This design comes from an exercise in tuning for small area on the open sky130 flow, not from production work.
The RTL was checked by simulation tests, not by an equivalence proof against the original design.
Power is estimated from default activity; no workload was simulated.

==> exp/lagoon <==
## wbuart
module	wbuart(i_clk, i_rst,
		i_wb_cyc, i_wb_stb, i_wb_we, i_wb_addr, i_wb_data,
			o_wb_ack, o_wb_stall, o_wb_data,
		i_uart_rx, o_uart_tx, i_cts_n, o_rts_n,
		o_uart_rx_int, o_uart_tx_int,
		o_uart_rxfifo_int, o_uart_txfifo_int);
	input	wire		i_clk, i_rst;
	input	wire		i_wb_cyc;
	input	wire		i_wb_stb, i_wb_we;
	input	wire	[1:0]	i_wb_addr;
	input	wire	[31:0]	i_wb_data;
	output	reg		o_wb_ack;
	output	wire		o_wb_stall;
	output	reg	[31:0]	o_wb_data;
	input	wire		i_uart_rx;
	output	wire		o_uart_tx;
	input	wire		i_cts_n;
	output	reg		o_rts_n;
	output	wire		o_uart_rx_int, o_uart_tx_int,
				o_uart_rxfifo_int, o_uart_txfifo_int;
	wire	tx_busy;
	reg	[30:24]	setup_hi;
	reg	[15:0]	setup_lo;
	wire	[30:0]	uart_setup = { setup_hi, 8'h0, setup_lo };
	wire	wr_setup = (i_wb_stb)&&(i_wb_addr == 2'b00)&&(i_wb_we);
	wire	wr_rxreg = (i_wb_stb)&&(i_wb_addr == 2'b10)&&(i_wb_we);
	wire	wr_txreg = (i_wb_stb)&&(i_wb_addr == 2'b11)&&(i_wb_we);
	always @(posedge i_clk)
		if (i_rst)
		begin
			setup_hi <= 7'h0;
			setup_lo <= 16'd25;
		end else if (wr_setup)
		begin
			setup_hi <= i_wb_data[30:24];
			setup_lo <= i_wb_data[15:0];
		end
	wire		rx_stb, rx_break, rx_perr, rx_ferr, ck_uart;
	wire	[7:0]	rx_uart_data;
	reg		rx_uart_reset;
	rxuart	rx(i_clk, (i_rst)||(rx_uart_reset),
			uart_setup[29:0], i_uart_rx,
			rx_stb, rx_uart_data, rx_break,
			rx_perr, rx_ferr, ck_uart);
  ...
==> flow/config.mk <==
export PLATFORM = sky130hd
export DESIGN_NAME = wbuart
export DESIGN_NICKNAME = wbuart
export VERILOG_FILES = /design/flow/design.v
export SDC_FILE = /design/flow/constraint.sdc
export NUM_CORES = 4
export LEC_CHECK = 0
export CAP_MARGIN = 20
export CORE_MARGIN = 2
export CORE_UTILIZATION = 40
export CTS_BUF_LIST = sky130_fd_sc_hd__clkbuf_4
export SLEW_MARGIN = 20
==> flow/constraint.sdc <==
create_clock -name core_clock -period 10.0 [get_ports {i_clk}]
set_input_delay 2.0000 -clock core_clock [delete_from_list [all_inputs] [get_ports {i_clk}]]
set_output_delay 2.0000 -clock core_clock [all_outputs]
set_load 0.01 [all_outputs]
run.sh (not shown) runs the stock make flow with config.mk's settings and CLKGATE_MAP_FILE= SYNTH_SCRIPT=/design/flow/synth_recipe.tcl, a recipe that flattens the netlist after the stock synthesis.
==> exp/cedar: changes against exp/lagoon <==
--- a/flow/design.v
+++ b/flow/design.v
@@ -148,50 +148,56 @@
 	output	reg		o_wr;
 	output	reg	[7:0]	o_data;
 	output	reg		o_break;
 	output	reg		o_parity_err, o_frame_err;
 	output	wire		o_ck_uart;
-	reg	[15:0]	r_baud;
 	reg	[3:0]	state;
+	wire	[15:0]	r_baud_in = i_setup[15:0];
 	wire	[1:0]	data_bits   = i_setup[29:28];
 	wire		dblstop     = i_setup[27];
 	wire		use_parity  = i_setup[26];
 	wire		fixd_parity = i_setup[25];
 	wire		parity_even = i_setup[24];
-	wire	[19:0]	break_condition = { r_baud, 4'h0 };
-	wire	[15:0]	baud_reload = r_baud - 16'h1;
 	reg	[15:0]	baud_counter;
 	reg		zero_baud_counter;
 	reg	q_uart, qq_uart, ck_uart;
 	always @(posedge i_clk)
 	begin
 		q_uart <= i_uart_rx;
 		qq_uart <= q_uart;
 		ck_uart <= qq_uart;
 	end
 	assign	o_ck_uart = ck_uart;
-	reg	[19:0]	chg_counter;
-	wire		chg_done = (chg_counter >= break_condition);
+	reg	[19:0]	chg_count;
+	reg		cmp_break, cmp_half, chg_restart, rb_zero, rb_one;
+	wire		chg_done = (chg_restart) ? rb_zero : cmp_break;
+	wire		half_ok  = (chg_restart) ? rb_one  : cmp_half;
+	wire		restart = (i_reset)||(qq_uart != ck_uart);
+	wire	[19:0]	chg_next = (restart) ? 20'h1
+				: ((chg_done) ? chg_count : chg_count + 20'h1);
 	always @(posedge i_clk)
-		if (i_reset)
-			chg_counter <= 20'h0;
-		else if (qq_uart != ck_uart)
-			chg_counter <= 20'h0;
-		else if (!chg_done)
-			chg_counter <= chg_counter + 20'h1;
+	begin
+		chg_count   <= chg_next;
+		chg_restart <= restart;
+		cmp_break   <= (chg_next > { r_baud_in, 4'h0 });
+		cmp_half    <= (r_baud_in[15:1] != 15'h0)
+				&& (chg_next >= { 5'h0, r_baud_in[15:1] });
+	end
+	always @(posedge i_clk)
+		if (state >= 4'he)
+		begin
+			rb_zero <= (r_baud_in == 16'h0);
+			rb_one  <= (r_baud_in[15:1] == 15'h1);
+		end
 	always @(posedge i_clk)
 		o_break <= chg_done && !ck_uart;
 	reg	line_synch;
 	always @(posedge i_clk)
 		line_synch <= chg_done && ck_uart;
 	reg	half_baud_time;
 	always @(posedge i_clk)
-		half_baud_time <= (!ck_uart) && (r_baud[15:1] != 15'h0)
-			&& ((chg_counter + 20'h1) >= { 5'h0, r_baud[15:1] });
-	always @(posedge i_clk)
-		if (state >= 4'he)
-			r_baud <= i_setup[15:0];
+		half_baud_time <= (!ck_uart) && half_ok;
 	always @(posedge i_clk)
 	begin
 		if (i_reset)
 			state <= 4'he;
 		else if (state == 4'he)
@@ -232,12 +238,18 @@
 			end
 		end
 	end
 	reg	[7:0]	data_reg;
 	always @(posedge i_clk)
-		if ((zero_baud_counter)&&(state != 4'h8))
-			data_reg <= { ck_uart, data_reg[7:1] };
+		if ((zero_baud_counter)&&(state != 4'h8)
+				&&(state != 4'h9))
+			case (data_bits)
+			2'b00: data_reg <= { ck_uart, data_reg[7:1] };
+			2'b01: data_reg <= { 1'b0, ck_uart, data_reg[6:1] };
+			2'b10: data_reg <= { 2'b0, ck_uart, data_reg[5:1] };
+			2'b11: data_reg <= { 3'b0, ck_uart, data_reg[4:1] };
+			endcase
 	reg		calc_parity;
 	always @(posedge i_clk)
 		if (state == 4'hf)
 			calc_parity <= 0;
 		else if (zero_baud_counter)
@@ -257,46 +269,38 @@
 		if ((zero_baud_counter)&&((state == 4'h9)
 						||(state == 4'ha)))
 			o_frame_err <= (o_frame_err)||(!ck_uart);
 		else if ((zero_baud_counter)||(state >= 4'hd))
 			o_frame_err <= 1'b0;
-	reg	pre_wr;
+	reg	pre_wr, data_ev;
 	always @(posedge i_clk)
 		if (i_reset)
-		begin
 			pre_wr <= 1'b0;
-			o_data <= 8'h00;
-		end else if ((zero_baud_counter)&&(state == 4'h9))
-		begin
+		else if ((zero_baud_counter)&&(state == 4'h9))
 			pre_wr <= 1'b1;
-			case (data_bits)
-			2'b00: o_data <= data_reg;
-			2'b01: o_data <= { 1'b0, data_reg[7:1] };
-			2'b10: o_data <= { 2'b0, data_reg[7:2] };
-			2'b11: o_data <= { 3'b0, data_reg[7:3] };
-			endcase
-		end else if ((zero_baud_counter)||(state == 4'hf))
+		else if ((zero_baud_counter)||(state == 4'hf))
 			pre_wr <= 1'b0;
 	always @(posedge i_clk)
+		data_ev <= (i_reset)||((zero_baud_counter)&&(state == 4'h9));
+	always @(posedge i_clk)
+		if (data_ev)
+			o_data <= (pre_wr) ? data_reg : 8'h00;
+	always @(posedge i_clk)
 		if ((zero_baud_counter)||(state == 4'hf))
 			o_wr <= (pre_wr)&&(!i_reset);
 		else
 			o_wr <= 1'b0;
 	always @(posedge i_clk)
-		if (i_reset)
-			baud_counter <= baud_reload;
-		else if (zero_baud_counter)
-			baud_counter <= baud_reload;
-		else if (state >= 4'hd)
-			baud_counter <= baud_reload;
+		if ((i_reset)||(zero_baud_counter)||(state >= 4'hd))
+			baud_counter <= r_baud_in;
 		else
 			baud_counter <= baud_counter - 16'h1;
 	always @(posedge i_clk)
 		if (state == 4'hf)
 			zero_baud_counter <= 1'b0;
 		else
-			zero_baud_counter <= (baud_counter == 16'h1);
+			zero_baud_counter <= (baud_counter == 16'h2);
 endmodule
 `default_nettype	none
 module txuart(i_clk, i_reset, i_setup, i_break, i_wr, i_data,
 		i_cts_n, o_uart_tx, o_busy);
 	input	wire		i_clk, i_reset;
@@ -405,30 +409,30 @@
 				calc_parity <= parity_even;
 		end else if (!r_busy)
 			calc_parity <= parity_even;
 	always @(posedge i_clk)
 	begin
-		zero_baud_counter <= (baud_counter == 20'h01);
+		zero_baud_counter <= (baud_counter == 20'h02);
 		if ((i_reset)||(i_break))
 		begin
-			baud_counter <= { r_baud, 4'h0 };
+			baud_counter <= { r_baud, 4'h1 };
 			zero_baud_counter <= 1'b0;
 		end else if (!zero_baud_counter)
 			baud_counter <= baud_counter - 20'h01;
 		else if (state == 4'he)
-			baud_counter <= { 2'b0, r_baud, 2'b0 };
+			baud_counter <= { 2'b0, r_baud, 2'b01 };
 		else if (state == 4'hf)
 		begin
-			baud_counter <= 20'h0;
+			baud_counter <= 20'h1;
 			zero_baud_counter <= 1'b1;
 			if (start)
 			begin
-				baud_counter <= { 4'h0, r_baud } - 20'h01;
+				baud_counter <= { 4'h0, r_baud };
 				zero_baud_counter <= 1'b0;
 			end
 		end else
-			baud_counter <= { 4'h0, r_baud } - 20'h01;
+			baud_counter <= { 4'h0, r_baud };
 	end
 endmodule
 `default_nettype	none
 module ufifo(i_clk, i_rst, i_wr, i_data, o_empty_n, i_rd, o_data, o_status, o_err);
 	parameter	RXFIFO = 1'b0;
@@ -471,18 +475,14 @@
 	always @(posedge i_clk)
 		if (do_wr && !i_rst)
 			mem[wp] <= i_data;
 	generate if (RXFIFO != 0)
 	begin : RX
-		reg	[7:0]	r_data;
 		reg		show;
 		always @(posedge i_clk)
-		begin
-			r_data <= i_data;
-			show   <= (n != { 3'b0, do_rd });
-		end
-		assign	o_data = show ? mem[rp] : r_data;
+			show <= (n != { 3'b0, do_rd });
+		assign	o_data = show ? mem[rp] : i_data;
 		assign	o_status = { 4'h4, 6'h0, n, n[3], !empty };
 	end else begin : TX
 		assign	o_data = mem[rp];
 		assign	o_status = { 4'h4, 6'h0, ~n, !n[3], full };
 	end endgenerate
==> flow/flow/run.sh (new file) <==
#!/bin/bash
# Standard ORFS layout with two changes: ports get the smallest buffer
# (sky130_fd_sc_hd__buf_1), and clock tree synthesis clusters the sinks
# without dummy loads.  All of ORFS's output goes to standard.log here and
# to the per-step logs under orfs/logs/.
set -euo pipefail
export BUFFER_PORTS_ARGS="-buffer_cell sky130_fd_sc_hd__buf_1"
export CTS_ARGS="-sink_clustering_enable -repair_clock_nets -dont_use_dummy_load -sink_clustering_size 16 -sink_clustering_max_diameter 70 -buf_list sky130_fd_sc_hd__clkbuf_8"
bash standard.sh > standard.log 2>&1
==> flow/standard.sh (new file) <==
#!/bin/bash
# synth_recipe.tcl (not shown) runs the flow's synth.tcl, then flattens the netlist and writes it again
# the make line also repeats each setting of config.mk as NAME=value (left out here)
make -C /OpenROAD-flow-scripts/flow DESIGN_CONFIG=/design/flow/config.mk WORK_HOME=/design/flow/orfs CLKGATE_MAP_FILE= SYNTH_SCRIPT=/design/flow/synth_recipe.tcl "${@:-finish}"
==> flow/config.mk (replaced) <==
export PLATFORM = sky130hd
export DESIGN_NAME = wbuart
export DESIGN_NICKNAME = wbuart
export VERILOG_FILES = /design/flow/design.v
export SDC_FILE = /design/flow/constraint.sdc
export NUM_CORES = 4
export LEC_CHECK = 0
export CAP_MARGIN = 20
export CORE_MARGIN = 2
export CORE_UTILIZATION = 70
export SLEW_MARGIN = 20
removed: flow/run.sh
==> notes.md <==
                                                   exp/lagoon   exp/cedar
Run status                           timing/DRC/antenna clean  timing/DRC/antenna clean
Number of enable flip-flop cells after synthesis          302         296
Non-clock inverter count in the final layout               59          52
Flip-flop and latch share of the layout cell area       53.1%       59.4%
Reg clk slew, reported paths                          0.07 ns     0.09 ns
Power of the sequential group                         2.22 mW     2.15 mW
First-pass GRT wire length                           76600 µm    68800 µm
Avg Synthesized Cell Area                            12.5 µm²    12.9 µm²
Switching power as a share of total power               22.6%       21.6%
Htree depth                                                 4           2
Initial antenna violation count                             3           1
R2R depth                                                   5          13
FF+latch count, synth                                     491         473

==> separate check: timing with driven ports <==
The results above use ideal ports. As a check the final layouts listed here were re-extracted and re-timed, cells and wires unchanged. Step 1: set_driving_cell puts a clkbuf_16 on i_clk and a buf_2 on each other input, an assumption about the parent block. Step 2 also shifts input and output timing later by t, the mid clock arrival at the registers, as if the neighbouring blocks saw the same clock. Three values: ideal, step 1, step 2; two values: the first two.
| run | t, ns | setup slack, ns | worst register clock-pin slew, ns |
|---|---|---|---|
| exp/lagoon | 0.867 | 5.542 / 5.487 / 5.124 | 0.07 / 0.07 |
| exp/cedar | 0.593 | 5.092 / 5.114 / 4.521 | 0.10 / 0.10 |
After both steps every run listed still meets setup and hold. The setup slack of exp/cedar, which loses most, moves by +0.022 ns with the drivers and by -0.571 ns with both steps.
